Background: an optimization exercise with open tools, aiming at small area, a short achievable clock period and few clock cycles per item. Do not read the settings as production practice. Function was checked by simulation only, so behaviour that the tests miss may differ from the original. Power figures rest on the tool's default switching activity, not on a simulated workload.

--- flow/run.sh ---
#!/bin/bash
# synth_recipe.tcl (not shown) runs the flow's synth.tcl, then flattens the netlist and writes it again
# the make line also repeats each setting of config.mk as NAME=value (left out here)
make -C /OpenROAD-flow-scripts/flow DESIGN_CONFIG=/design/flow/config.mk WORK_HOME=/design/flow/orfs CLKGATE_MAP_FILE= SYNTH_SCRIPT=/design/flow/synth_recipe.tcl finish
--- flow/config.mk ---
export PLATFORM = sky130hd
export DESIGN_NAME = rvcpu_single_issue
export DESIGN_NICKNAME = rvcpu_single_issue
export VERILOG_FILES = /design/flow/design.v
export SDC_FILE = /design/flow/constraint.sdc
export NUM_CORES = 8
export LEC_CHECK = 0
export CAP_MARGIN = 20
export CORE_MARGIN = 2
export CORE_UTILIZATION = 40
export SLEW_MARGIN = 20
--- flow/constraint.sdc ---
create_clock -name core_clock -period 22.0 [get_ports {clk}]
set_input_delay 4.4000 -clock core_clock [delete_from_list [all_inputs] [get_ports {clk}]]
set_output_delay 4.4000 -clock core_clock [all_outputs]
set_load 0.01 [all_outputs]
--- flow/design.v ---
module si_inst_fetch #(
    parameter PC_START  = 32'h8000_0000, 
    parameter INST_DW   = 32,
    parameter INST_AW   = 32
)(
    input                   clk,
    input                   rst,
    input                   control_en_i,
    input   [INST_AW-1:0]   control_pc_i,
    output  [INST_AW-1:0]   current_pc_o,
    output                  inst_en_o,
    output  [INST_AW-1:0]   inst_addr_o,
    input   [INST_DW-1:0]   inst_i,
    output  [INST_DW-1:0]   inst_o
);
reg [INST_AW-1:0]   pc ;
reg [INST_AW-1:0]   addr ;
always @( posedge clk ) begin
    if( rst == 1'b1 ) begin
        pc <= PC_START ;
        addr <= PC_START ;
    end else begin
        if( control_en_i ) begin
            pc <= control_pc_i + 4 ;
            addr <= control_pc_i ;
        end else begin
            pc <= pc + 4 ;
            addr <= pc ;
        end
    end
end
assign current_pc_o = addr ;
assign inst_addr_o = addr ;
assign inst_en_o = ( rst != 1'b1 ) ;
assign inst_o = inst_i ;
endmodule
module si_inst_decode #(
    parameter INST_DW   = 32,
    parameter INST_AW   = 32,
    parameter MEM_AW    = 32,
    parameter REG_DW    = 32,
    parameter REG_AW    = 5,
    parameter ALUOP_DW  = 5
) (
    input                   clk,
    input                   rst,
    input   [INST_DW-1:0]   inst_i,
    output  reg             rs1_en_o,
    output  reg[REG_AW-1:0]    rs1_addr_o,
    input   [REG_DW-1:0]    rs1_dout_i,
    output  reg             rs2_en_o,
    output  [REG_AW-1:0]    rs2_addr_o,
    input   [REG_DW-1:0]    rs2_dout_i,
    output  reg[ALUOP_DW-1:0]  alu_opcode_o,
    output  reg[REG_DW-1:0]    operand_1_o,
    output  reg[REG_DW-1:0]    operand_2_o,
    output                  branch_en_o,
    output  reg[INST_AW-1:0]   branch_offset_o,
    output                  jump_en_o,
    output  reg[INST_AW-1:0]   jump_offset_o,
    output  reg             mem_ren_o,
    output  reg             mem_wen_o,
    output  [INST_DW-1:0]   mem_din_o,
    output  reg             id_wb_en_o,
    output  reg             id_wb_sel_o,
    output  [REG_AW-1:0]    id_wb_addr_o 
);
localparam ALU_OP_NOP   = 5'd0 ;
localparam ALU_OP_ADD   = 5'd1 ;
localparam ALU_OP_MUL   = 5'd2 ;
localparam ALU_OP_BNE   = 5'd3 ;
localparam ALU_OP_JAL   = 5'd4 ;
localparam ALU_OP_LUI   = 5'd5 ;
localparam ALU_OP_AUIPC = 5'd6 ;
localparam ALU_OP_AND   = 5'd7 ;
localparam ALU_OP_SLL   = 5'd8 ;
localparam ALU_OP_SLT   = 5'd9 ;
localparam ALU_OP_BLT   = 5'd10 ;
wire [6:0] opcode = inst_i[6:0];
wire [2:0] funct3 = inst_i[14:12];
wire [6:0] funct7 = inst_i[31:25];
wire [4:0] rs1 = inst_i[19:15];
wire [4:0] rs2 = inst_i[24:20];
wire [4:0] rd = inst_i[11:7];
reg [31:0] imm_gen;
assign rs1_en_o = 1'b1;
assign rs1_addr_o = rs1;
assign rs2_addr_o = rs2;
assign id_wb_addr_o = rd;
assign branch_offset_o = imm_gen;
assign jump_offset_o = imm_gen;
assign mem_din_o = rs2_dout_i;
always@(*)begin
    case(opcode)
        7'b0110011: begin 
            rs2_en_o = 1'b1;
            operand_1_o = rs1_dout_i;
            operand_2_o = rs2_dout_i;
            mem_ren_o = 1'b0;
            mem_wen_o = 1'b0;
            id_wb_en_o = 1'b1;
            id_wb_sel_o = 1'b0;
            imm_gen = 32'h0;
            branch_en_o = 1'b0;
            jump_en_o = 1'b0;
            case(funct3) 
                3'b000: begin  
                    case(funct7)
                        7'b0000000: alu_opcode_o = ALU_OP_ADD;
                        7'b0000001: alu_opcode_o = ALU_OP_MUL;
                        default: alu_opcode_o = ALU_OP_NOP;
                    endcase
                end
                3'b111: alu_opcode_o = ALU_OP_AND; 
                3'b001: alu_opcode_o = ALU_OP_SLL;  
                default: alu_opcode_o = ALU_OP_NOP;
            endcase
        end
        7'b0010011: begin 
            rs2_en_o = 1'b0;
            operand_1_o = rs1_dout_i;
            operand_2_o = imm_gen;
            mem_ren_o = 1'b0;
            mem_wen_o = 1'b0;
            id_wb_en_o = 1'b1;
            id_wb_sel_o = 1'b0;
            branch_en_o = 1'b0;
            jump_en_o = 1'b0;
            case(funct3)
                3'b000: begin 
                    alu_opcode_o = ALU_OP_ADD;
                    imm_gen = {{20{inst_i[31]}}, inst_i[31:20]};
                end
                3'b010: begin 
                    alu_opcode_o = ALU_OP_SLT;
                    imm_gen = {{27{1'b0}}, inst_i[24:20]};
                end
                default: begin
                    alu_opcode_o = ALU_OP_NOP;
                    imm_gen = 32'h0;
                end
            endcase
        end
        7'b0000011: begin 
            rs2_en_o = 1'b0;
            operand_1_o = rs1_dout_i;
            operand_2_o = imm_gen;
            mem_ren_o = 1'b1;
            mem_wen_o = 1'b0;
            id_wb_en_o = 1'b1;
            id_wb_sel_o = 1'b1;
            branch_en_o = 1'b0;
            jump_en_o = 1'b0;
            case(funct3)
                3'b010: begin 
                    alu_opcode_o = ALU_OP_ADD;
                    imm_gen = {{20{1'b0}}, inst_i[31:20]};
                end
                default: begin
                    alu_opcode_o = ALU_OP_NOP;
                    imm_gen = 32'h0;
                end
            endcase
        end
        7'b0100011: begin 
            rs2_en_o = 1'b1;
            operand_1_o = rs1_dout_i;
            operand_2_o = imm_gen;
            mem_ren_o = 1'b0;
            mem_wen_o = 1'b1;
            id_wb_en_o = 1'b0;
            id_wb_sel_o = 1'b0;
            branch_en_o = 1'b0;
            jump_en_o = 1'b0;
            case(funct3)
                3'b010: begin  
                    alu_opcode_o = ALU_OP_ADD;
                    imm_gen = {{20{1'b0}}, inst_i[31:25], inst_i[11:7]};
                end
                default: begin
                    alu_opcode_o = ALU_OP_NOP;
                    imm_gen = 32'h0;
                end
            endcase
        end
        7'b1100011: begin  
            rs2_en_o = 1'b1;
            operand_1_o = rs1_dout_i;
            operand_2_o = rs2_dout_i;
            mem_ren_o = 1'b0;
            mem_wen_o = 1'b0;
            id_wb_en_o = 1'b0;
            id_wb_sel_o = 1'b0;
            branch_en_o = 1'b1;
            jump_en_o = 1'b0;
            case(funct3)
                3'b001: begin  
                    alu_opcode_o = ALU_OP_BNE;
                    imm_gen = {{19{inst_i[31]}}, inst_i[31], inst_i[7], inst_i[30:25], inst_i[11:8], 1'b0};
                end
                3'b100: begin  
                    alu_opcode_o = ALU_OP_BLT;
                    imm_gen = {{19{inst_i[31]}}, inst_i[31], inst_i[7], inst_i[30:25], inst_i[11:8], 1'b0};
                end
                default: begin
                    alu_opcode_o = ALU_OP_NOP;
                    imm_gen = 32'h0;
                end
            endcase
        end
        7'b0110111: begin  
            rs2_en_o = 1'b0;
            operand_1_o = rs1_dout_i;
            operand_2_o = imm_gen;
            mem_ren_o = 1'b0;
            mem_wen_o = 1'b0;
            id_wb_en_o = 1'b1;
            id_wb_sel_o = 1'b0;
            branch_en_o = 1'b0;
            jump_en_o = 1'b0;
            alu_opcode_o = ALU_OP_LUI;
            imm_gen = {inst_i[31:12], {12{1'b0}}};
        end
        7'b1101111: begin  
            rs2_en_o = 1'b0;
            operand_1_o = rs1_dout_i;
            operand_2_o = imm_gen;
            mem_ren_o = 1'b0;
            mem_wen_o = 1'b0;
            id_wb_en_o = 1'b1;
            id_wb_sel_o = 1'b0;
            branch_en_o = 1'b0;
            jump_en_o = 1'b1;
            alu_opcode_o = ALU_OP_JAL;
            imm_gen = {{11{inst_i[31]}}, inst_i[31], inst_i[19:12], inst_i[20], inst_i[30:21], 1'b0};
        end
        default: begin
            rs2_en_o = 1'b0;
            operand_1_o = 32'h0;
            operand_2_o = 32'h0;
            mem_ren_o = 1'b0;
            mem_wen_o = 1'b0;
            id_wb_en_o = 1'b0;
            id_wb_sel_o = 1'b0;
            branch_en_o = 1'b0;
            jump_en_o = 1'b0;
            alu_opcode_o = ALU_OP_NOP;
            imm_gen = 32'h0;
        end
    endcase
end
endmodule 
module si_alu #(
    parameter PC_START  = 32'h8000_0000, 
    parameter INST_DW   = 32,
    parameter INST_AW   = 32,
    parameter REG_DW    = 32,
    parameter ALUOP_DW  = 5
)(
    input                   clk,
    input                   rst,
    input   [ALUOP_DW-1:0]  alu_opcode_i,
    input   [REG_DW-1:0]    operand_1_i,
    input   [REG_DW-1:0]    operand_2_i,
    output  reg[REG_DW-1:0]    alu_result_o,
    input   [INST_AW-1:0]   current_pc_i,
    input                   branch_en_i,
    input   [INST_AW-1:0]   branch_offset_i,
    input                   jump_en_i,
    input   [INST_AW-1:0]   jump_offset_i,
    output  reg            control_en_o,
    output  reg[INST_AW-1:0]   control_pc_o
);
localparam ALU_OP_NOP   = 5'd0 ;
localparam ALU_OP_ADD   = 5'd1 ;
localparam ALU_OP_MUL   = 5'd2 ;
localparam ALU_OP_BNE   = 5'd3 ;
localparam ALU_OP_JAL   = 5'd4 ;
localparam ALU_OP_LUI   = 5'd5 ;
localparam ALU_OP_AUIPC = 5'd6 ;
localparam ALU_OP_AND   = 5'd7 ;
localparam ALU_OP_SLL   = 5'd8 ;
localparam ALU_OP_SLT   = 5'd9 ;
localparam ALU_OP_BLT   = 5'd10 ;
always@(*)begin
    case (alu_opcode_i)
        ALU_OP_NOP: begin
            alu_result_o = 32'h0;
            control_en_o = 1'b0;
            control_pc_o = current_pc_i;
        end
        ALU_OP_ADD: begin
            alu_result_o = operand_1_i + operand_2_i;
            control_en_o = 1'b0;
            control_pc_o = current_pc_i;
        end
        ALU_OP_MUL: begin
            alu_result_o = operand_1_i * operand_2_i;
            control_en_o = 1'b0;
            control_pc_o = current_pc_i;
        end
        ALU_OP_BNE: begin
            alu_result_o = 32'h0;
            control_en_o = branch_en_i && (operand_1_i != operand_2_i);
            control_pc_o = current_pc_i + branch_offset_i;
        end
        ALU_OP_JAL: begin
            alu_result_o = current_pc_i + 4;
            control_en_o = 1'b1;
            control_pc_o = current_pc_i + jump_offset_i;
        end
        ALU_OP_LUI: begin
            alu_result_o = operand_2_i;
            control_en_o = 1'b0;
            control_pc_o = current_pc_i;
        end
        ALU_OP_AUIPC: begin
            alu_result_o = current_pc_i + operand_2_i;
            control_en_o = 1'b0;
            control_pc_o = current_pc_i;
        end
        ALU_OP_AND: begin
            alu_result_o = operand_1_i & operand_2_i;
            control_en_o = 1'b0;
            control_pc_o = current_pc_i;
        end
        ALU_OP_SLL: begin
            alu_result_o = operand_1_i << operand_2_i;
            control_en_o = 1'b0;
            control_pc_o = current_pc_i;
        end
        ALU_OP_SLT: begin
            alu_result_o = (operand_1_i < operand_2_i) ? 32'h1 : 32'h0;
            control_en_o = 1'b0;
            control_pc_o = current_pc_i;
        end
        ALU_OP_BLT: begin
            alu_result_o = 32'h0;
            control_en_o = branch_en_i && (operand_1_i < operand_2_i);
            control_pc_o = current_pc_i + branch_offset_i;
        end
        default: begin
            alu_result_o = 32'h0;
            control_en_o = 1'b0;
            control_pc_o = current_pc_i;
        end
    endcase
end
endmodule 
module si_mem_access #(
    parameter MEM_DW = 32,
    parameter MEM_AW = 32,
    parameter RAM_DW = 32,
    parameter RAM_AW = 32
)(
    input                   clk,
    input                   rst,
    input                   mem_ren_i,
    input                   mem_wen_i,
    input   [MEM_AW-1:0]    mem_addr_i,
    input   [MEM_DW-1:0]    mem_din_i,
    output  [MEM_DW-1:0]    mem_dout_o,
    output                  ram_ren_o,
    output                  ram_wen_o,
    output  [RAM_AW-1:0]    ram_addr_o,
    output  [RAM_DW-1:0]    ram_mask_o,
    output  [RAM_DW-1:0]    ram_din_o,
    input   [RAM_DW-1:0]    ram_dout_i
);
assign ram_ren_o = mem_ren_i ;
assign ram_wen_o = mem_wen_i ;
assign ram_addr_o = mem_addr_i ;
assign ram_mask_o = {(RAM_DW){1'b1}} ;
assign ram_din_o = mem_din_i ;
assign mem_dout_o = ram_dout_i ;
endmodule
module si_write_back #(
    parameter REG_DW = 32,
    parameter REG_AW = 5
)(
    input                   clk,
    input                   rst,
    input                   id_wb_en_i,
    input   [REG_AW-1:0]    id_wb_addr_i,
    input                   id_wb_sel_i,
    input   [REG_DW-1:0]    alu_result_i,
    input   [REG_DW-1:0]    mem_result_i,
    output                  wb_en_o,
    output  [REG_AW-1:0]    wb_addr_o,
    output  [REG_DW-1:0]    wb_data_o
);
assign wb_en_o      =   (rst == 1'b1)   ? 0 : id_wb_en_i ;
assign wb_addr_o    =   (rst == 1'b1)   ? 0 : id_wb_addr_i ;
assign wb_data_o    =   (rst == 1'b1)   ? 0 : 
                        (id_wb_sel_i)   ? mem_result_i  :   alu_result_i ;
endmodule
module si_regfile #(
    parameter REG_DW    = 32,
    parameter REG_AW    = 5
)(
    input                       clk,
    input                       rst,
    input                       wb_en_i,
    input       [REG_AW-1:0]    wb_addr_i,
    input       [REG_DW-1:0]    wb_data_i,
    input                       rs1_en_i,
    input       [REG_AW-1:0]    rs1_addr_i,
    output reg  [REG_DW-1:0]    rs1_data_o,
    input                       rs2_en_i,
    input       [REG_AW-1:0]    rs2_addr_i,
    output reg  [REG_DW-1:0]    rs2_data_o
);
integer i ;
reg [REG_DW-1:0] regfile [2**REG_AW-1:0] ;
always @(posedge clk ) begin
    if ( rst == 1'b1 ) begin
        for(i=0; i<2**REG_AW; i=i+1) begin
            regfile[ i ] <= {(REG_DW){1'b0}} ;
        end
    end else begin
        if ( (wb_en_i == 1'b1) && (wb_addr_i != 0) ) begin
            regfile[ wb_addr_i ] <= wb_data_i ;
        end 
    end
end
always @(*) begin
    if( rst == 1'b1 ) begin
        rs1_data_o = {(REG_DW){1'b0}} ;
    end else begin
        if ( rs1_en_i ) begin
            rs1_data_o = regfile[ rs1_addr_i ] ;
        end else begin
            rs1_data_o = {(REG_DW){1'b0}} ;
        end
    end
end
always @(*) begin
    if( rst == 1'b1 ) begin
        rs2_data_o = {(REG_DW){1'b0}} ;
    end else begin
        if ( rs2_en_i ) begin
            rs2_data_o = regfile[ rs2_addr_i ] ;
        end else begin
            rs2_data_o = {(REG_DW){1'b0}} ;
        end
    end
end
endmodule
module rvcpu_single_issue #(
    parameter PC_START  = 32'h8000_0000, 
    parameter INST_DW   = 32,
    parameter INST_AW   = 32,
    parameter MEM_DW    = 32,
    parameter MEM_AW    = 32,
    parameter RAM_DW    = 32,
    parameter RAM_AW    = 32,
    parameter REG_DW    = 32,
    parameter REG_AW    = 5,
    parameter ALUOP_DW  = 5
)(
    input                   clk,
    input                   rst,
    output                  inst_en_o,
    output  [INST_AW-1:0]   inst_addr_o,
    input   [INST_DW-1:0]   inst_i,
    output                  ram_ren_o,
    output                  ram_wen_o,
    output  [RAM_AW-1:0]    ram_addr_o,
    output  [RAM_DW-1:0]    ram_mask_o,
    output  [RAM_DW-1:0]    ram_din_o,
    input   [RAM_DW-1:0]    ram_dout_i
);
wire    [INST_DW-1:0]   inst            ;
wire    [ALUOP_DW-1:0]  alu_opcode      ;
wire    [REG_DW-1:0]    operand_1       ;
wire    [REG_DW-1:0]    operand_2       ;
wire                    branch_en       ;
wire    [INST_AW-1:0]   branch_offset   ;
wire                    jump_en         ;
wire    [INST_AW-1:0]   jump_offset     ;
wire                    mem_ren         ;
wire                    mem_wen         ;
wire                    id_wb_en        ;
wire                    id_wb_sel       ;
wire    [REG_AW-1:0]    id_wb_addr      ;
wire                    control_en      ;
wire    [INST_AW-1:0]   control_pc      ;
wire    [INST_AW-1:0]   current_pc      ;
wire    [REG_DW-1:0]    alu_result      ;
wire    [MEM_AW-1:0]    mem_addr        ;
wire    [MEM_DW-1:0]    mem_dout        ;
wire    [MEM_DW-1:0]    mem_din         ;
wire                    wb_en           ;
wire    [REG_AW-1:0]    wb_addr         ;
wire    [REG_DW-1:0]    wb_data         ;
wire                    rs1_en          ;
wire    [REG_AW-1:0]    rs1_addr        ;
wire    [REG_DW-1:0]    rs1_data        ;
wire                    rs2_en          ;
wire    [REG_AW-1:0]    rs2_addr        ;
wire    [REG_DW-1:0]    rs2_data        ;
si_inst_fetch #(
    .PC_START       ( PC_START      ),
    .INST_DW        ( INST_DW       ),
    .INST_AW        ( INST_AW       )
) SI_IF (
    .clk            ( clk           ),
    .rst            ( rst           ),
    .control_en_i   ( control_en    ),
    .control_pc_i   ( control_pc    ),
    .current_pc_o   ( current_pc    ),
    .inst_en_o      ( inst_en_o     ),
    .inst_addr_o    ( inst_addr_o   ),
    .inst_i         ( inst_i        ),
    .inst_o         ( inst          )
);
si_inst_decode #(
    .INST_DW        ( INST_DW       ),
    .INST_AW        ( INST_AW       ),
    .MEM_AW         ( MEM_AW        ),
    .REG_DW         ( REG_DW        ),
    .REG_AW         ( REG_AW        ),
    .ALUOP_DW       ( ALUOP_DW      )
) SI_ID (
    .clk            ( clk           ),
    .rst            ( rst           ),
    .inst_i         ( inst          ),
    .rs1_en_o       ( rs1_en        ),
    .rs1_addr_o     ( rs1_addr      ),
    .rs1_dout_i     ( rs1_data      ),
    .rs2_en_o       ( rs2_en        ),
    .rs2_addr_o     ( rs2_addr      ),
    .rs2_dout_i     ( rs2_data      ),
    .alu_opcode_o   ( alu_opcode    ),
    .operand_1_o    ( operand_1     ),
    .operand_2_o    ( operand_2     ),
    .branch_en_o    ( branch_en     ),
    .branch_offset_o( branch_offset ),
    .jump_en_o      ( jump_en       ),
    .jump_offset_o  ( jump_offset   ),
    .mem_ren_o      ( mem_ren       ),
    .mem_wen_o      ( mem_wen       ),
    .mem_din_o      ( mem_din       ),
    .id_wb_en_o     ( id_wb_en      ),
    .id_wb_sel_o    ( id_wb_sel     ),
    .id_wb_addr_o   ( id_wb_addr    )
);
si_alu #(
    .PC_START       ( PC_START      ),
    .INST_DW        ( INST_DW       ),
    .INST_AW        ( INST_AW       ),
    .REG_DW         ( REG_DW        ),
    .ALUOP_DW       ( ALUOP_DW      )
) SI_ALU (
    .clk            ( clk           ),
    .rst            ( rst           ),
    .alu_opcode_i   ( alu_opcode    ),
    .operand_1_i    ( operand_1     ),
    .operand_2_i    ( operand_2     ),
    .alu_result_o   ( alu_result    ),
    .current_pc_i   ( current_pc    ),
    .branch_en_i    ( branch_en     ),
    .branch_offset_i( branch_offset ),
    .jump_en_i      ( jump_en       ),
    .jump_offset_i  ( jump_offset   ),
    .control_en_o   ( control_en    ),
    .control_pc_o   ( control_pc    )
);
assign mem_addr = alu_result ;
si_mem_access #(
    .MEM_DW         ( MEM_DW        ),
    .MEM_AW         ( MEM_AW        ),
    .RAM_DW         ( RAM_DW        ),
    .RAM_AW         ( RAM_AW        )
) SI_MEM (
    .clk            ( clk           ),
    .rst            ( rst           ),
    .mem_ren_i      ( mem_ren       ),
    .mem_wen_i      ( mem_wen       ),
    .mem_addr_i     ( mem_addr      ),
    .mem_din_i      ( mem_din       ),
    .mem_dout_o     ( mem_dout      ),
    .ram_ren_o      ( ram_ren_o     ),
    .ram_wen_o      ( ram_wen_o     ),
    .ram_addr_o     ( ram_addr_o    ),
    .ram_mask_o     ( ram_mask_o    ),
    .ram_din_o      ( ram_din_o     ),
    .ram_dout_i     ( ram_dout_i    )
);
si_write_back #(
    .REG_DW         ( REG_DW        ),
    .REG_AW         ( REG_AW        )
) SI_WB (
    .clk            ( clk           ),
    .rst            ( rst           ),
    .id_wb_en_i     ( id_wb_en      ),
    .id_wb_addr_i   ( id_wb_addr    ),
    .id_wb_sel_i    ( id_wb_sel     ),
    .alu_result_i   ( alu_result    ),
    .mem_result_i   ( mem_dout      ),
    .wb_en_o        ( wb_en         ),
    .wb_addr_o      ( wb_addr       ),
    .wb_data_o      ( wb_data       )
);
si_regfile #(
    .REG_DW         ( REG_DW        ),
    .REG_AW         ( REG_AW        )
) SI_REG (
    .clk            ( clk           ),
    .rst            ( rst           ),
    .wb_en_i        ( wb_en         ),
    .wb_addr_i      ( wb_addr       ),
    .wb_data_i      ( wb_data       ),
    .rs1_en_i       ( rs1_en        ),
    .rs1_addr_i     ( rs1_addr      ),
    .rs1_data_o     ( rs1_data      ),
    .rs2_en_i       ( rs2_en        ),
    .rs2_addr_i     ( rs2_addr      ),
    .rs2_data_o     ( rs2_data      )
);
endmodule 
==> run_summary.xml <==
<?xml version="1.0" encoding="UTF-8"?>
<metrics>
  <group name="setup_path">
    <metric name="criticalPathCategory" unit="">in -&gt; out</metric>
    <metric name="cpMostUsedCell" unit="">fa_1</metric>
    <metric name="r2r_start" unit="">SI_REG.regfile[31][11]</metric>
    <metric name="startpoint_type" unit="">input pin</metric>
    <metric name="highest_net_fanout_along_the_worst_path" unit="">81</metric>
    <metric name="timing.critical_path.arrival" unit="ns">16.74</metric>
    <metric name="max_stage_delay" unit="ns">0.99</metric>
    <metric name="timing.critical_path.slowest_stage_cell" unit="">a22oi_2</metric>
    <metric name="critical_path.reg2reg.endpoint" unit="">SI_REG.regfile[5][27]</metric>
    <metric name="timing.critical_path.required" unit="ns">17.60</metric>
    <metric name="reg2regPathDepth" unit="">28</metric>
    <metric name="endpoint_class_of_the_critical_path" unit="">output pin</metric>
    <metric name="reg2reg_setup_slack" unit="ns">9.50</metric>
  </group>
  <group name="floorplan">
    <metric name="fp.dieW" unit="µm">454</metric>
    <metric name="floorplan.rows" unit="">165</metric>
    <metric name="io-pin-count" unit="">197</metric>
    <metric name="chipHeight" unit="µm">454</metric>
    <metric name="initial_core_util" unit="%">40.1</metric>
    <metric name="design.die.area" unit="mm²">0.206</metric>
    <metric name="coreArea" unit="mm²">0.201</metric>
  </group>
  <group name="logic_synthesis">
    <metric name="synth_top_flop_cell" unit="">edfxtp_1</metric>
    <metric name="post_synth_num_cell_types" unit="">110</metric>
    <metric name="flip_flop_and_latch_count_after_synthesis" unit="">1088</metric>
    <metric name="synth-warning-count" unit="">24</metric>
    <metric name="postSynthCellCount" unit="">6963</metric>
    <metric name="synth.cell_area" unit="mm²">0.0809</metric>
    <metric name="async_flop_share" unit="%">0</metric>
    <metric name="synth.avg_cell_area" unit="µm²">11.6</metric>
    <metric name="synth_enable_flop_cells" unit="">1024</metric>
    <metric name="synth_sequential_area_ratio" unit="%">39.6</metric>
  </group>
  <group name="sta">
    <metric name="hold-worst-slack" unit="ns">0.470</metric>
    <metric name="setup_total_negative_slack" unit="ns">0</metric>
    <metric name="max_freq" unit="MHz">47.3</metric>
    <metric name="final_period_minus_worst_setup_slack" unit="ns">21.14</metric>
    <metric name="final.period_utilization" unit="%">96.1</metric>
    <metric name="slew_violations" unit="">0</metric>
    <metric name="rsz_0062_raised_after_global_routing" unit="">false</metric>
    <metric name="worst_slew_pin_slew" unit="ns">1.26</metric>
    <metric name="timing_hold_violations_final" unit="">0</metric>
    <metric name="fin_worst_skew" unit="ns">0.0658</metric>
    <metric name="timing.final.setup_violations" unit="">0</metric>
    <metric name="max_slew_margin" unit="%">16.0</metric>
    <metric name="setup_slack_after_layout" unit="ns">0.855</metric>
  </group>
  <group name="power">
    <metric name="power.density" unit="mW/mm²">56.1</metric>
    <metric name="max-vdd-ir-drop" unit="mV">0.0738</metric>
    <metric name="power.static_leakage" unit="nW">33.3</metric>
  </group>
  <group name="hold_path">
    <metric name="hold_path_startpoint" unit="">SI_IF.pc[1]</metric>
    <metric name="hold_path_end" unit="">SI_IF.pc[1]</metric>
    <metric name="min-delay-path-class" unit="">reg -&gt; reg</metric>
    <metric name="worst_hold_path.num_cells" unit="">2</metric>
  </group>
  <group name="detailed_routing">
    <metric name="topRoutingLayerUsed" unit="">met5</metric>
    <metric name="routed-wl-met2" unit="µm">156000</metric>
    <metric name="final_wirelength" unit="µm">346000</metric>
    <metric name="drt_first_pass_iters" unit="">8</metric>
    <metric name="avgRoutedWirePerCell" unit="µm">35.5</metric>
    <metric name="detail-route-antenna-nets" unit="">0</metric>
    <metric name="sum_of_met3_wire_segment_lengths_after_detailed_routing" unit="µm">40200</metric>
    <metric name="dr_total_vias" unit="">62600</metric>
    <metric name="drt-met1-wl" unit="µm">123000</metric>
    <metric name="drt_iter0_drc" unit="">9151</metric>
    <metric name="detail_route.vias_per_cell" unit="">6.42</metric>
    <metric name="drc_errors" unit="">0</metric>
  </group>
  <group name="cells_and_area">
    <metric name="mostFrequentLayoutCells" unit="">nor2_1, edfxtp_1, inv_1</metric>
    <metric name="syn2layout_area_growth" unit="%">11.2</metric>
    <metric name="net_count_of_the_finished_layout" unit="">7707</metric>
    <metric name="layout.cells.non_filler" unit="">9750</metric>
    <metric name="drive_above_1_share" unit="%">17.4</metric>
    <metric name="final_design_area_no_fill" unit="mm²">0.0900</metric>
    <metric name="final_common_cell" unit="">nor2_1</metric>
    <metric name="fill_cells" unit="">18700</metric>
  </group>
  <group name="grt">
    <metric name="grt_pass1_vias" unit="">62200</metric>
    <metric name="grt_overflow" unit="">0</metric>
    <metric name="grt_antenna_before_repair" unit="">11</metric>
    <metric name="grt_max_degree" unit="">82</metric>
    <metric name="grt_pass1_wl" unit="µm">483000</metric>
    <metric name="gr-usage-all-layers" unit="%">33.4</metric>
  </group>
  <group name="clock_tree">
    <metric name="clkSlewWorstSetupHoldPaths" unit="ns">0.10</metric>
    <metric name="cts-root-buf" unit="">clkbuf_16</metric>
    <metric name="post_cts_buffers" unit="">0</metric>
    <metric name="postCtsResizedCells" unit="">0</metric>
    <metric name="cts_max_path_buffers" unit="">3</metric>
    <metric name="clkLatencyLatePin" unit="ns">0.81</metric>
    <metric name="clock_tree_from_tritoncts" unit="">built</metric>
    <metric name="cts_made_buffers" unit="">117</metric>
    <metric name="numClockSinks" unit="">1088</metric>
    <metric name="cts_htree_levels" unit="">3</metric>
    <metric name="cts_hold_buffers" unit="">0</metric>
  </group>
  <group name="place">
    <metric name="gp_congestion" unit="">1.01</metric>
    <metric name="dpl_worst_slack" unit="ns">1.15</metric>
    <metric name="dpl-instance-area" unit="mm²">0.0858</metric>
    <metric name="place_inst" unit="">9524</metric>
    <metric name="port_buffers" unit="">164</metric>
    <metric name="dp_hpwl" unit="µm">236000</metric>
  </group>
  <group name="flow_run">
    <metric name="cap_violations" unit="">0</metric>
  </group>
  <group name="outcome">
    <metric name="outcome" unit="">finished clean</metric>
  </group>
</metrics>
## cell families (layout without fill, tap and decap cells)
| family | Yosys count | count (layout) | share of synthesized area, % |
|---|---|---|---|
| flip-flops | 1088 | 1088 | 39.6 |
| other | 2 | 67 | 0.00929 |
| AO/OA/AOI/OAI | 719 | 719 | 6.58 |
| multiplexers | 808 | 808 | 18.9 |
| buffers and inverters | 1164 | 1214 | 6.34 |
| AND/OR/NAND/NOR | 2346 | 2346 | 12.6 |
| adder cells (fa/ha/maj) | 661 | 661 | 14.0 |
| XOR/XNOR | 175 | 175 | 1.97 |
## cells in the mapped netlist, types with 11 or more instances
cell      instances  area (µm²)
o211ai_1         11        82.6
o21bai_1         29         218
nand4_1          42         263
inv_1           558        2090
buf_6            30         338
nand3_1          90         450
mux4_2          551       12400
dfxtp_1          64        1280
clkbuf_1        316        1190
a21oi_1         148         741
a22oi_1          89         668
xnor2_1         120        1050
nor2b_1          44         275
mux2i_1         207        2070
and3_1           25         156
and2_1           43         269
o21a_1           19         143
buf_2           119         596
nor4_1           18         113
a211oi_2         30         375
fa_1            410        8210
edfxtp_1       1024       30700
nand2b_1         19         119
a222oi_1         24         240
nor2_1         1222        4590
nand2_1         454        1700
or3_1            18         113
nor3_1          276        1380
xor2_1           50         438
o221ai_1         11        96.3
clkinv_1         11        41.3
a31oi_1          14        87.6
o22ai_1          16         100
a21o_1           68         510
a211oi_1         26         195
o21ai_0          77         385
mux4_1           12         315
mux2_2           33         372
buf_1            39         146
o31ai_1          13        97.6
a22o_1           22         193
nor3b_1          38         285
buf_4            75         563
ha_1            251        3140
## how the worst max path moves through the flow
stage | from | to | slack (ns) | depth (start not counted)
6_report | inst_i[21] | ram_addr_o[31] | 0.86 | 33
5_1_grt | inst_i[21] | ram_addr_o[31] | 0.53 | 32
4_1_cts | inst_i[21] | ram_addr_o[31] | 1.10 | 32
3_5_place_dp | inst_i[21] | ram_addr_o[31] | 1.15 | 32
3_3_place_gp | inst_i[21] | ram_addr_o[31] | 1.10 | 32
2_1_floorplan | inst_i[20] | ram_addr_o[31] | 2.95 | 42
## final cells by class
cell class | instances | area [µm²] | area share, %
multi-input cells | 4773 | 44600 | 49.6
flip-flops and latches | 1088 | 32000 | 35.6
repair buffers | 422 | 3810 | 4.24
well taps | 2672 | 3340 | 3.72
clock buffers | 144 | 3030 | 3.37
inverters | 578 | 2170 | 2.41
clock inverters | 70 | 928 | 1.03
diodes | 3 | 7.51 | 0.00834
## power by group
part           internal [mW]  switching, mW  leakage [nW]  total (mW)
combinational          0.216          0.365          20.3       0.581
sequential              2.33         0.0366          11.1        2.37
clock                   1.20          0.897          1.91        2.10
total                   3.75           1.30          33.3        5.05
## metal layers
metal	global-route usage, %	up-vias
met3	8.41	1209
met2	51.9	4440
li1	-	25000
met1	41.8	32000
met5	0	-
met4	21.0	18
## stage by stage
stage | utilization [%] | power (mW)
6_report | 44.6 | 5.05
5_1_grt | 44.6 | 5.13
4_1_cts | 44.5 | 5.02
3_5_place_dp | 42.6 | 2.97
3_3_place_gp | 42.5 | 2.96
2_1_floorplan | - | 2.73
## critical path, delay by kind of cell
kind	cells	cell delay (ns)
and+or+nand+nor	4	1.28
buffers and inverters	8	3.06
adders and majority gates	8	3.76
xor gates and xnor gates	10	2.52
AOI/OAI and AO/OA	3	1.60
## flip-flops by register name, summed over array words and instances (netlist names)
signal / flops
SI_IF.pc: 32
SI_REG.regfile: 1024
SI_IF.addr: 32
Testbench counts, summed over its fixed seeds: cycles 37,540, programs 72.

[port drivers added, routing unchanged]
Ports are ideal in the flow. The routed layout listed here was re-timed in OpenROAD. Step 1 (the two cells are an assumption about what drives the block):
set clk [get_ports {clk}]
set_driving_cell -lib_cell sky130_fd_sc_hd__clkbuf_16 $clk
set_driving_cell -lib_cell sky130_fd_sc_hd__buf_2 [delete_from_list [all_inputs] $clk]
Step 2 also shifts input and output timing later by t, the mid clock arrival at the registers, as if the neighbouring blocks saw the same clock. Three values: no drivers, after step 1, after step 2; two values: the first two.
shift t [ns]: 0.865
setup slack, ns: 0.855 / 0.809 / 0.809
hold WS [ns]: 0.470 / 0.470 / 0.470
worst setup path after step 2: input to output
After both steps this run still meets setup and hold. For this run, drivers alone change the setup slack by -0.046 ns; drivers and shift together by -0.046 ns.
